Source: an optimization exercise on an open RTL-to-GDS flow (aim: small area). Production flows keep margins and buffers that such runs may drop.
Function was checked by simulation only, so behaviour that the tests miss may differ from the original.
Power is estimated from default activity; no workload was simulated.

run 1:
==> flow/design.v <==
`timescale 1ns/1ps
module axi_stream_insert_header #(
parameter DATA_WD = 256,
parameter DATA_BYTE_WD = DATA_WD / 8,
parameter BYTE_CNT_WD = $clog2(DATA_BYTE_WD)
) (
input clk,
input rst_n,
input valid_in,
input [DATA_WD-1 : 0] data_in,
input [DATA_BYTE_WD-1 : 0] keep_in,
input last_in,
output ready_in,
output valid_out,
output [DATA_WD-1 : 0] data_out,
output [DATA_BYTE_WD-1 : 0] keep_out,
output last_out,
input ready_out,
input valid_insert,
input [DATA_WD-1 : 0] data_insert,
input [DATA_BYTE_WD-1 : 0] keep_insert,
input [BYTE_CNT_WD-1 : 0] byte_insert_cnt,
output ready_insert
);
localparam LW = 9;
localparam NB = DATA_BYTE_WD;
localparam W  = NB * LW;
assign ready_in = ready_out;
assign ready_insert = ready_out;
reg valid_s;        
reg mode_r;         
reg kflag;          
reg valid_out_r;
reg [BYTE_CNT_WD-1:0] cnt_r;    
reg [BYTE_CNT_WD-1:0] cnt_n;    
reg acc_r;          
reg rdy_r;          
reg last_out_r;
reg [W-1:0] hi_n;   
reg [W-1:0] lo_n;   
reg [W-1:0] out_r;
wire acc = valid_in & ready_out;
wire hdr = ~valid_s & valid_insert & acc;       
wire en  = acc & (valid_s | valid_insert);      
wire vs_next = (last_in & acc) ? 1'b0 : (valid_insert & acc) ? 1'b1 : valid_s;
wire [W-1:0] in_l, ins_l;
genvar g;
generate for (g = 0; g < NB; g = g + 1) begin : pk
    assign in_l[g*LW +: LW]  = {keep_in[g], data_in[g*8 +: 8]};
    assign ins_l[g*LW +: LW] = {keep_insert[g], data_insert[g*8 +: 8]};
end endgenerate
wire ld      = en | (~valid_s & mode_r);    
wire ld_hold = ~ld;
wire hi_in   = hdr & last_in;               
wire hi_ins  = hdr & ~last_in;              
wire hi_lo   = ld & ~hdr;                   
wire lo_in   = ld & (valid_s | hi_ins);
wire [W-1:0] hi_d, lo_d;
axi_stream_insert_header_load #(.W(W)) u_load (
    .hi_n(hi_n), .lo_n(lo_n), .in_l(in_l), .ins_l(ins_l),
    .hold_n(ld), .hi_in(hi_in), .hi_ins(hi_ins), .hold(ld_hold), .hi_lo_n(~hi_lo), .lo_in(lo_in),
    .hi_d(hi_d), .lo_d(lo_d));
wire [BYTE_CNT_WD-1:0] ksel = valid_s ? cnt_r : byte_insert_cnt;
always @(posedge clk, negedge rst_n) begin
    if (!rst_n) begin
        valid_s <= 1'b0;
        mode_r <= 1'b0;
        kflag <= 1'b0;
        valid_out_r <= 1'b0;
    end else begin
        valid_s <= vs_next;
        mode_r <= vs_next | valid_s;
        if (en)
            kflag <= keep_in[ksel];
        valid_out_r <= rdy_r & (mode_r ? acc_r : kflag);
    end
end
always @(posedge clk) begin
    acc_r <= acc;
    rdy_r <= ready_out;
    if (hdr) begin
        cnt_r <= byte_insert_cnt;
        cnt_n <= ~byte_insert_cnt;
    end
    last_out_r <= (last_in & acc & ~kflag) | (~mode_r & kflag & rdy_r);
    lo_n <= lo_d;
    hi_n <= hi_d;
end
wire [(2*NB-1)*LW-1:0] st [0:BYTE_CNT_WD];
assign st[0] = {hi_n, lo_n[W-1:LW]};
genvar k;
generate for (k = BYTE_CNT_WD-1; k >= 0; k = k - 1) begin : sh
    localparam I = BYTE_CNT_WD-1-k;        
    localparam N = (NB + (1 << k) - 1) * LW;    
    assign st[I+1][N-1:0] = ~((st[I][N + (1 << k)*LW - 1 : (1 << k)*LW] | {N{cnt_n[k]}}) &
                              (st[I][N-1:0]                             | {N{cnt_r[k]}}));
    if (N < (2*NB-1)*LW) begin : pad
        assign st[I+1][(2*NB-1)*LW-1:N] = {((2*NB-1)*LW-N){1'b0}};
    end
end endgenerate
wire [W-1:0] win = (BYTE_CNT_WD % 2) ? st[BYTE_CNT_WD][W-1:0] : ~st[BYTE_CNT_WD][W-1:0];
always @(posedge clk)
    out_r <= win;
generate for (g = 0; g < NB; g = g + 1) begin : upk
    assign data_out[g*8 +: 8] = out_r[g*LW +: 8];
    assign keep_out[g] = out_r[g*LW + 8];
end endgenerate
assign valid_out = valid_out_r;
assign last_out = last_out_r;
endmodule
module axi_stream_insert_header_load #(
parameter W = 288
) (
input [W-1:0] hi_n,
input [W-1:0] lo_n,
input [W-1:0] in_l,
input [W-1:0] ins_l,
input hold,
input hold_n,
input hi_in,
input hi_ins,
input hi_lo_n,
input lo_in,
output [W-1:0] hi_d,
output [W-1:0] lo_d
);
wire [W-1:0] keep_hi = ~((hi_n | {W{hold_n}}) & (lo_n | {W{hi_lo_n}}));
axi_stream_insert_header_sel #(.W(W)) u_sel (
    .in_l(in_l), .ins_l(ins_l), .hi_in(hi_in), .hi_ins(hi_ins), .keep_hi(keep_hi), .hi_d(hi_d));
assign lo_d = ~((~lo_n & ~{W{hold_n}}) | (in_l & {W{lo_in}}));
endmodule
module axi_stream_insert_header_sel #(
parameter W = 288
) (
input [W-1:0] in_l,
input [W-1:0] ins_l,
input hi_in,
input hi_ins,
input [W-1:0] keep_hi,
output [W-1:0] hi_d
);
assign hi_d = ~((in_l & {W{hi_in}}) | (ins_l & {W{hi_ins}}) | keep_hi);
endmodule
Settings: LEC_CHECK=0, CAP_MARGIN=30, CORE_MARGIN=2, CORE_UTILIZATION=45, CTS_BUF_LIST=sky130_fd_sc_hd__clkbuf_4 sky130_fd_sc_hd__clkbuf_8, CTS_CLUSTER_DIAMETER=80, CTS_CLUSTER_SIZE=12, SLEW_MARGIN=25, SYNTH_HIERARCHICAL=1; clock period 5.0 ns.
run.sh (not shown) runs the stock make flow with config.mk's settings and CLKGATE_MAP_FILE= SYNTH_SCRIPT=/design/flow/synth_recipe.tcl, a recipe that flattens the netlist after the stock synthesis.
What run 2 does differently from run 1 at the input level:
- CTS_CLUSTER_SIZE no longer set, was 12
- CAP_MARGIN now 35, was 30
- CTS_CLUSTER_DIAMETER no longer set, was 80
- CTS_BUF_LIST no longer set, was sky130_fd_sc_hd__clkbuf_4 sky130_fd_sc_hd__clkbuf_8
==> flow/flow/run.sh (new file) <==
#!/bin/bash
# The standard layout (standard.sh), with two changes to how the layout
# is made: the port buffers use the smallest buffer cell, and clock tree
# synthesis adds no dummy loads, clusters up to 16 registers per leaf buffer
# and builds the tree from clkbuf_4/clkbuf_8.
set -euo pipefail
bash standard.sh \
  "BUFFER_PORTS_ARGS=-buffer_cell sky130_fd_sc_hd__buf_1" \
  "CTS_ARGS=-sink_clustering_enable -repair_clock_nets -dont_use_dummy_load -sink_clustering_size 16 -sink_clustering_max_diameter 100 -buf_list {sky130_fd_sc_hd__clkbuf_4 sky130_fd_sc_hd__clkbuf_8}" \
  finish > standard_flow.log 2>&1
==> flow/standard.sh (new file) <==
#!/bin/bash
# synth_recipe.tcl (not shown) runs the flow's synth.tcl, then flattens the netlist and writes it again
# the make line also repeats each setting of config.mk as NAME=value (left out here)
make -C /OpenROAD-flow-scripts/flow DESIGN_CONFIG=/design/flow/config.mk WORK_HOME=/design/flow/orfs CLKGATE_MAP_FILE= SYNTH_SCRIPT=/design/flow/synth_recipe.tcl "${@:-finish}"
removed: flow/run.sh
--- outcome ---
Worst reg2reg path depth (run 2 over run 1): increase, 1. Delta (run 2 minus run 1): setup slack went up by 0.13 ns, first-pass GRT wire length went down by 7100 µm, top achievable clock speed +about 3.4%. [compare] base=run 1 new=run 2: setup TNS comparable; area growth from synthesis to layout now smaller; synthesized netlist net count comparable. Summary: with run 1 as the reference, clock-buffer cell count in run 2 moved down by more than a quarter. Relative to run 1, run 2 improves post-DP HPWL.
For run 3, these inputs were changed with respect to run 2:
- CAP_MARGIN: 35 -> 30
==> flow/flow/run.sh <==
#!/bin/bash
# The standard layout (standard.sh), with two changes to how the layout
# is made: the port buffers use the smallest buffer cell, and clock tree
# synthesis adds no dummy loads, clusters up to 12 registers per leaf buffer
# and builds the tree from clkbuf_4/clkbuf_8.
set -euo pipefail
bash standard.sh \
  "BUFFER_PORTS_ARGS=-buffer_cell sky130_fd_sc_hd__buf_1" \
  "CTS_ARGS=-sink_clustering_enable -repair_clock_nets -dont_use_dummy_load -sink_clustering_size 12 -sink_clustering_max_diameter 80 -buf_list {sky130_fd_sc_hd__clkbuf_4 sky130_fd_sc_hd__clkbuf_8}" \
  finish > standard_flow.log 2>&1
### Flow results
- Going from run 2 to run 3, number of signal-net buffers in the layout -4; maximum single-stage delay on the critical path moved up; post-detailed-routing wire length held; count of instances resized after the clock tree is built shows no meaningful change; via count of the first global-routing pass up 0.44%.
- Compared run 3 vs run 2, and final area is up in run 3.
- Comparing run 2 against run 3, there is no change at all in vertical die dimension.
- The via count reported for run 3 is higher than the one for run 2.
- Run 3 ends up with lower final setup slack of the worst path than run 2 does.
#### Input delta (run 4 over run 3)
- CAP_MARGIN now 20, was 30
- SLEW_MARGIN now 20, was 25
==> flow/flow/run.sh <==
#!/bin/bash
# The standard layout (standard.sh), with two changes to how the layout
# is made: the port buffers use the smallest buffer cell, and clock tree
# synthesis adds no dummy loads and builds the tree from clkbuf_4/clkbuf_8.
set -euo pipefail
bash standard.sh \
  "BUFFER_PORTS_ARGS=-buffer_cell sky130_fd_sc_hd__buf_1" \
  "CTS_ARGS=-sink_clustering_enable -repair_clock_nets -dont_use_dummy_load -buf_list {sky130_fd_sc_hd__clkbuf_4 sky130_fd_sc_hd__clkbuf_8}" \
  finish > standard_flow.log 2>&1
### Flow results
Summary of run 4 over run 3: required time reported for the critical path endpoint +0.13 ns, final critical-path setup slack decreased 0.14 ns.
| combinational fraction of design power | higher: run 3 |
Power share of the clock group, run 3 and run 4: higher on run 4
Compared run 3 against run 4; wire length reported by the detailed router within noise.
Wire length per cell after detailed routing ended up 0.35 µm lower on run 4 than on run 3.
The final area in run 4 sits 1.7% above the value recorded for run 3.
Quantity of hold-fixing buffers added after cts was lower in run 3 than in run 4.
For met3 routing resource usage after global routing, run 3 and run 4 come out practically identical.
Run 4 reached the end of the flow, and the finished layout is clean on the timing, design-rule and antenna checks.
Compared run 4 against run 3; number of vias after detailed routing within noise.
Diff run 3 -> run 4 | clock slew at the register clock pins of the worst setup and hold paths | decrease of 0.03 ns

[re-timing with driven ports]
The results above use ideal ports. As a check the final layouts listed here were re-extracted and re-timed, cells and wires unchanged. Step 1 assumes that a clkbuf_16 drives the clock port and a buf_2 every other input. Step 2, shift: input delay + t, output delay - t, t = (earliest + latest rising clock arrival at the registers) / 2. This alone moves slack from input paths to output paths. Three values: ideal, step 1, step 2; two values: the first two.
run	t, ns	setup WS [ns]	pins driven straight from the clock port
run 1	0.813	1.009 / 1.009 / 0.728	1
run 2	0.791	1.142 / 1.142 / 1.142	1
run 3	0.809	1.082 / 1.082 / 1.082	1
run 4	0.912	0.945 / 0.945 / 0.945	1
After both steps every run listed still meets setup and hold. For run 1, which loses most, drivers alone change the setup slack by 0.000 ns; drivers and shift together by -0.281 ns.
